Source: an optimization exercise on an open RTL-to-GDS flow (aim: small area). Production flows keep margins and buffers that such runs may drop. The RTL was checked by simulation tests, not by an equivalence proof against the original design. No activity file was given, so power comes from the tool's default toggle rates.

==> wip/xenon: inputs <==
// Interface_BH1750
module Interface_BH1750(clk,rst,scl,sda_i,sda_o,sda_oe,dvi,seg_led1,seg_led2,row,line,rgb_led1,rgb_led2);
	input 			clk;
	input 			rst;
	output 			scl;
	input 			sda_i;		 
	output 			sda_o;		 
	output 			sda_oe;		 
	output  		dvi;
	output	[15:0]	row;
	output	[7:0]	line;
	output	[8:0]	seg_led1;
	output	[8:0]	seg_led2;
	output	[2:0]	rgb_led1;
	output	[2:0]	rgb_led2;
	wire	tick_seq, tick_row, tick_temp;
	wire	[5:0]	reading;
	wire	[5:0]	number;
	assign dvi = 1'b1;
	clk_div u0 (.clk(clk), .rst(rst), .tick_seq(tick_seq), .tick_row(tick_row), .tick_temp(tick_temp));
	BH1750 u1 (.clk(clk), .rst(rst), .tick(tick_seq), .scl(scl), .sda_i(sda_i),
	           .sda_o(sda_o), .sda_oe(sda_oe), .data_out(reading));
	Data_Process u2 (.data_input(reading), .data_output(number));
	seg_led u4 (.number(number), .segment_led_1(seg_led1), .segment_led_2(seg_led2));
	led_scan u5 (.clk(clk), .rst(rst), .tick_row(tick_row), .tick_temp(tick_temp),
	             .number(number), .row(row), .line(line));
  ...
==> module clk_div, before the edit <==
module clk_div(clk,rst,tick_seq,tick_row,tick_temp);
	input	clk;
	input	rst;
	output	tick_seq;
	output	tick_row;
	output	tick_temp;
	reg	[6:0]	p_x;
	reg	[4:0]	q1_x;
	reg	[7:0]	q2_x;
	wire [6:0]	p  = p_x  ^ 7'd8;
	wire [4:0]	q1 = q1_x ^ 5'd22;
	wire [7:0]	q2 = q2_x ^ 8'd6;
	wire [19:0]	cur = {q2, q1, p};
	reg	[19:0]	inc;
	reg			c;
	integer		i;
	always @(*) begin
		c = 1'b1;
		for (i = 0; i < 20; i = i + 1) begin
			inc[i] = cur[i] ^ c;
			c = c & cur[i];
		end
	end
	wire c1 = &p;
	wire c2 = c1 & (&q1);
	wire c3 = c2 & (&q2);
	always @(posedge clk or negedge rst) begin
		if (!rst) begin
			p_x  <= 7'd0;
			q1_x <= 5'd0;
			q2_x <= 8'd0;
		end else begin
			p_x  <= (inc[6:0]   | (c1 ? 7'd8  : 7'd0)) ^ 7'd8;
			q1_x <= (inc[11:7]  | (c2 ? 5'd12 : 5'd0)) ^ 5'd22;
			q2_x <= (inc[19:12] | (c3 ? 8'd6  : 8'd0)) ^ 8'd6;
		end
	end
	assign tick_seq  = (p == 7'd67);
	assign tick_row  = c2;
	assign tick_temp = (p == 7'd47  && q1 == 5'd15 && q2 == 8'd48)
	                || (c1          && q1 == 5'd21 && q2 == 8'd131)
	                || (p == 7'd87  && q1 == 5'd28 && q2 == 8'd214);
endmodule
Settings: LEC_CHECK=0, CAP_MARGIN=20, CORE_MARGIN=2, CORE_UTILIZATION=50, SLEW_MARGIN=20; clock period 10.0 ns.
standard.sh (not shown) runs the stock make flow with config.mk's settings and CLKGATE_MAP_FILE= SYNTH_SCRIPT=/design/flow/synth_recipe.tcl, a recipe that flattens the netlist after the stock synthesis.
==> flow/flow/run.sh <==
#!/bin/bash
# Layout flow: the standard synthesis, then its combinational logic re-mapped
# by a stronger ABC script (registers untouched), then the standard ORFS steps
# with 1x port buffers and a clock tree of small buffers without dummy loads.
# Each tool's output goes to a log file of its own in this folder.
set -euo pipefail
R=$PWD/orfs/results/$FLOW_PLATFORM/Interface_BH1750/base
LIB=$FLOW_HOME/platforms/$FLOW_PLATFORM/lib/sky130_fd_sc_hd__tt_025C_1v80.lib

bash standard.sh synth > 1_synth_standard.log 2>&1
cp $R/1_2_yosys.v 1_2_yosys_standard.v

python3 flow/cellfuncs.py $LIB cellfuncs.v > cellfuncs.log 2>&1
# re-map; if ABC fails, try a plainer script, and keep the standard netlist
# if every script fails
cp 1_2_yosys_standard.v 1_2_yosys_reopt.v
k=0
for S in "+strash;&get -n;&deepsyn -T 40;&put;dch -f;amap;topo" \
         "+strash;&get -n;&deepsyn -T 20;&put;dch -f;map -a;topo" \
         "+strash;dch -f;map -a;topo"; do
  k=$((k+1))
  if REOPT_IN=1_2_yosys_standard.v REOPT_OUT=1_2_yosys_try$k.v REOPT_LIB=$LIB \
     REOPT_FUNCS=cellfuncs.v REOPT_TOP=$FLOW_TOP REOPT_PREFIX=reopt${k}_ REOPT_SCRIPT="$S" \
     yosys -c flow/reopt.tcl > 1_reopt${k}_yosys.log 2>&1; then
    cp 1_2_yosys_try$k.v 1_2_yosys_reopt.v
    break
  fi
done
cp 1_2_yosys_reopt.v $R/1_2_yosys.v
touch $R/1_2_yosys.v

export BUFFER_PORTS_ARGS="-buffer_cell sky130_fd_sc_hd__buf_1"
export CTS_ARGS="-sink_clustering_enable -repair_clock_nets -dont_use_dummy_load -buf_list {sky130_fd_sc_hd__clkbuf_4} -root_buf sky130_fd_sc_hd__clkbuf_4 -sink_clustering_size 20"
bash standard.sh finish > 2_finish_standard.log 2>&1
Other scripts of this flow, unchanged in this note and not shown: flow/flow/cellfuncs.py, flow/flow/reopt.tcl
==> wip/ember: changes against wip/xenon <==
--- a/flow/design.v
+++ b/flow/design.v
@@ -9,7 +9,8 @@
 	reg	[7:0]	q2_x;
-	wire [6:0]	p  = p_x  ^ 7'd8;
+	wire [6:0]	p  = p_x  ^ 7'd65;
 	wire [4:0]	q1 = q1_x ^ 5'd22;
 	wire [7:0]	q2 = q2_x ^ 8'd6;
-	wire [19:0]	cur = {q2, q1, p};
-	reg	[19:0]	inc;
+	wire c1 = (~p[0] & ~p[1] & ~p[2] & ~p[3] & ~p[4]);		 
+	wire [12:0]	cur = {q2, q1};
+	reg	[12:0]	inc;
 	reg			c;
@@ -17,4 +18,4 @@
 	always @(*) begin
-		c = 1'b1;
-		for (i = 0; i < 20; i = i + 1) begin
+		c = c1;
+		for (i = 0; i < 13; i = i + 1) begin
 			inc[i] = cur[i] ^ c;
@@ -23,3 +24,2 @@
 	end
-	wire c1 = &p;
 	wire c2 = c1 & (&q1);
@@ -32,12 +32,12 @@
 		end else begin
-			p_x  <= (inc[6:0]   | (c1 ? 7'd8  : 7'd0)) ^ 7'd8;
-			q1_x <= (inc[11:7]  | (c2 ? 5'd12 : 5'd0)) ^ 5'd22;
-			q2_x <= (inc[19:12] | (c3 ? 8'd6  : 8'd0)) ^ 8'd6;
+			p_x  <= {p[5:0], p[6] ^ p[5] ^ c1} ^ 7'd65;
+			q1_x <= (inc[4:0]  | (c2 ? 5'd12 : 5'd0)) ^ 5'd22;
+			q2_x <= (inc[12:5] | (c3 ? 8'd6  : 8'd0)) ^ 8'd6;
 		end
 	end
-	assign tick_seq  = (p == 7'd67);
+	assign tick_seq  = ((~p[0] & ~p[1] & ~p[3] & ~p[4] & ~p[6]));
 	assign tick_row  = c2;
-	assign tick_temp = (p == 7'd47  && q1 == 5'd15 && q2 == 8'd48)
-	                || (c1          && q1 == 5'd21 && q2 == 8'd131)
-	                || (p == 7'd87  && q1 == 5'd28 && q2 == 8'd214);
+	assign tick_temp = ((p[0] & p[1] & p[2] & ~p[3] & ~p[4] & p[5] & ~p[6]) & (q1[0] & q1[1] & ~q1[4]) & (~q2[0] & ~q2[1] & ~q2[2] & ~q2[3] & q2[4] & q2[5] & ~q2[6] & ~q2[7]))
+	                || ((~p[0] & ~p[1] & ~p[2] & ~p[3] & ~p[4]) & (q1[0] & ~q1[1] & q1[2] & ~q1[3]) & (q2[0] & q2[1] & ~q2[2] & ~q2[3] & ~q2[4] & ~q2[5] & ~q2[6]))
+	                || ((~p[0] & ~p[1] & p[2] & p[3] & ~p[4] & p[5] & p[6]) & (~q1[0] & ~q1[1] & q1[2] & q1[3] & q1[4]) & (~q2[0] & q2[1] & q2[2] & ~q2[3] & q2[4] & ~q2[5] & q2[6] & q2[7]));
 endmodule
--- a/flow/flow/run.sh
+++ b/flow/flow/run.sh
@@ -17,3 +17,3 @@
 k=0
-for S in "+strash;&get -n;&deepsyn -T 40;&put;dch -f;amap;topo" \
+for S in "+strash;&get -n;&deepsyn -J 200 -T 600;&put;dch -f;amap;topo" \
          "+strash;&get -n;&deepsyn -T 20;&put;dch -f;map -a;topo" \
--- a/flow/config.mk
+++ b/flow/config.mk
@@ -9,3 +9,3 @@
 export CORE_MARGIN = 2
-export CORE_UTILIZATION = 50
+export CORE_UTILIZATION = 65
 export SLEW_MARGIN = 20
==> wip/raven: changes against wip/xenon <==
--- a/flow/design.v
+++ b/flow/design.v
@@ -9,7 +9,8 @@
 	reg	[7:0]	q2_x;
-	wire [6:0]	p  = p_x  ^ 7'd8;
+	wire [6:0]	p  = p_x  ^ 7'd65;
 	wire [4:0]	q1 = q1_x ^ 5'd22;
 	wire [7:0]	q2 = q2_x ^ 8'd6;
-	wire [19:0]	cur = {q2, q1, p};
-	reg	[19:0]	inc;
+	wire c1 = (~p[0] & ~p[1] & ~p[2] & ~p[3] & ~p[4]);		 
+	wire [12:0]	cur = {q2, q1};
+	reg	[12:0]	inc;
 	reg			c;
@@ -17,4 +18,4 @@
 	always @(*) begin
-		c = 1'b1;
-		for (i = 0; i < 20; i = i + 1) begin
+		c = c1;
+		for (i = 0; i < 13; i = i + 1) begin
 			inc[i] = cur[i] ^ c;
@@ -23,3 +24,2 @@
 	end
-	wire c1 = &p;
 	wire c2 = c1 & (&q1);
@@ -32,12 +32,12 @@
 		end else begin
-			p_x  <= (inc[6:0]   | (c1 ? 7'd8  : 7'd0)) ^ 7'd8;
-			q1_x <= (inc[11:7]  | (c2 ? 5'd12 : 5'd0)) ^ 5'd22;
-			q2_x <= (inc[19:12] | (c3 ? 8'd6  : 8'd0)) ^ 8'd6;
+			p_x  <= {p[5:0], p[6] ^ p[5] ^ c1} ^ 7'd65;
+			q1_x <= (inc[4:0]  | (c2 ? 5'd12 : 5'd0)) ^ 5'd22;
+			q2_x <= (inc[12:5] | (c3 ? 8'd6  : 8'd0)) ^ 8'd6;
 		end
 	end
-	assign tick_seq  = (p == 7'd67);
+	assign tick_seq  = ((~p[0] & ~p[1] & ~p[3] & ~p[4] & ~p[6]));
 	assign tick_row  = c2;
-	assign tick_temp = (p == 7'd47  && q1 == 5'd15 && q2 == 8'd48)
-	                || (c1          && q1 == 5'd21 && q2 == 8'd131)
-	                || (p == 7'd87  && q1 == 5'd28 && q2 == 8'd214);
+	assign tick_temp = ((p[0] & p[1] & p[2] & ~p[3] & ~p[4] & p[5] & ~p[6]) & (q1[0] & q1[1] & ~q1[4]) & (~q2[0] & ~q2[1] & ~q2[2] & ~q2[3] & q2[4] & q2[5] & ~q2[6] & ~q2[7]))
+	                || ((~p[0] & ~p[1] & ~p[2] & ~p[3] & ~p[4]) & (q1[0] & ~q1[1] & q1[2] & ~q1[3]) & (q2[0] & q2[1] & ~q2[2] & ~q2[3] & ~q2[4] & ~q2[5] & ~q2[6]))
+	                || ((~p[0] & ~p[1] & p[2] & p[3] & ~p[4] & p[5] & p[6]) & (~q1[0] & ~q1[1] & q1[2] & q1[3] & q1[4]) & (~q2[0] & q2[1] & q2[2] & ~q2[3] & q2[4] & ~q2[5] & q2[6] & q2[7]));
 endmodule
--- a/flow/flow/run.sh
+++ b/flow/flow/run.sh
@@ -17,3 +17,3 @@
 k=0
-for S in "+strash;&get -n;&deepsyn -T 40;&put;dch -f;amap;topo" \
+for S in "+strash;&get -n;&deepsyn -J 200 -T 600;&put;dch -f;amap;topo" \
          "+strash;&get -n;&deepsyn -T 20;&put;dch -f;map -a;topo" \
==> comparison table <==
quantity                                                                       wip/ember                 wip/xenon                wip/raven
Status                                                          timing/DRC/antenna clean  timing/DRC/antenna clean  timing/DRC/antenna clean
First drt pass iteration count                                                         6                         5                        4
Final Non-Filler Cells                                                               547                       573                      557
Standard cell with the maximum stage delay on the critical path  sky130_fd_sc_hd__nor3_1  sky130_fd_sc_hd__dfrtp_1  sky130_fd_sc_hd__nor3_1
Endpoint of the worst-slack reg-to-reg timing path                            u0.q2_x[7]                u1.hi_x[5]               u0.q2_x[7]
Pin count of the biggest net entering global routing                                  57                        57                       35
Clk tree area frac                                                                0.0194                    0.0190                   0.0193
Shortest period the worst path allows                                            4930 ps                   4970 ps                  5000 ps
Portion of total power attributed to sequential cells                              0.661                     0.649                    0.659
Proportion of power drawn by the clock network                                     0.316                     0.327                    0.318
Routed Wire Length                                                               6810 um                   7120 um                  7130 um
Proportion of cell area occupied by multi-input gates                              0.420                     0.422                    0.418
Number of cells produced by synthesis                                                432                       448                      432
Post-route total power                                                          0.358 mW                  0.364 mW                 0.358 mW
Final Cell Area                                                               3480 sq um                3550 sq um               3500 sq um
Die height                                                                       74.0 um                   84.4 um                  83.8 um
Die area                                                                      5470 sq um                7130 sq um               7010 sq um
Launch point of the worst reg-to-reg path                                      u0.p_x[1]                 u1.j_x[2]                u0.p_x[1]
Worst skew pair latency                                                           390 ps                    410 ps                   390 ps
Largest fanout of any net on the critical path                                         6                         7                        6

[static timing again, ports no longer ideal]
The flow's constraints put no driver on any port. The routed layouts listed below were extracted and timed again, unchanged, in two steps.
Step 1 assumes that a clkbuf_16 drives the clock port and a buf_2 every other input.
Step 2 moves the port delays by t, midway between the first and last clock arrival at a register: inputs arrive t later, outputs are due t later. That takes back most of the time a late clock gives input paths.
Slacks: ideal ports / drivers / drivers and shift; pairs: ideal ports / drivers.
run	t, ns	setup slack, ns	worst setup path at the end
wip/xenon	0.424	5.031 / 5.004 / 5.428	register to output
wip/ember	0.400	5.071 / 5.044 / 5.444	register to output
wip/raven	0.400	5.003 / 4.976 / 5.376	register to output
After both steps setup and hold are still met in every run listed.
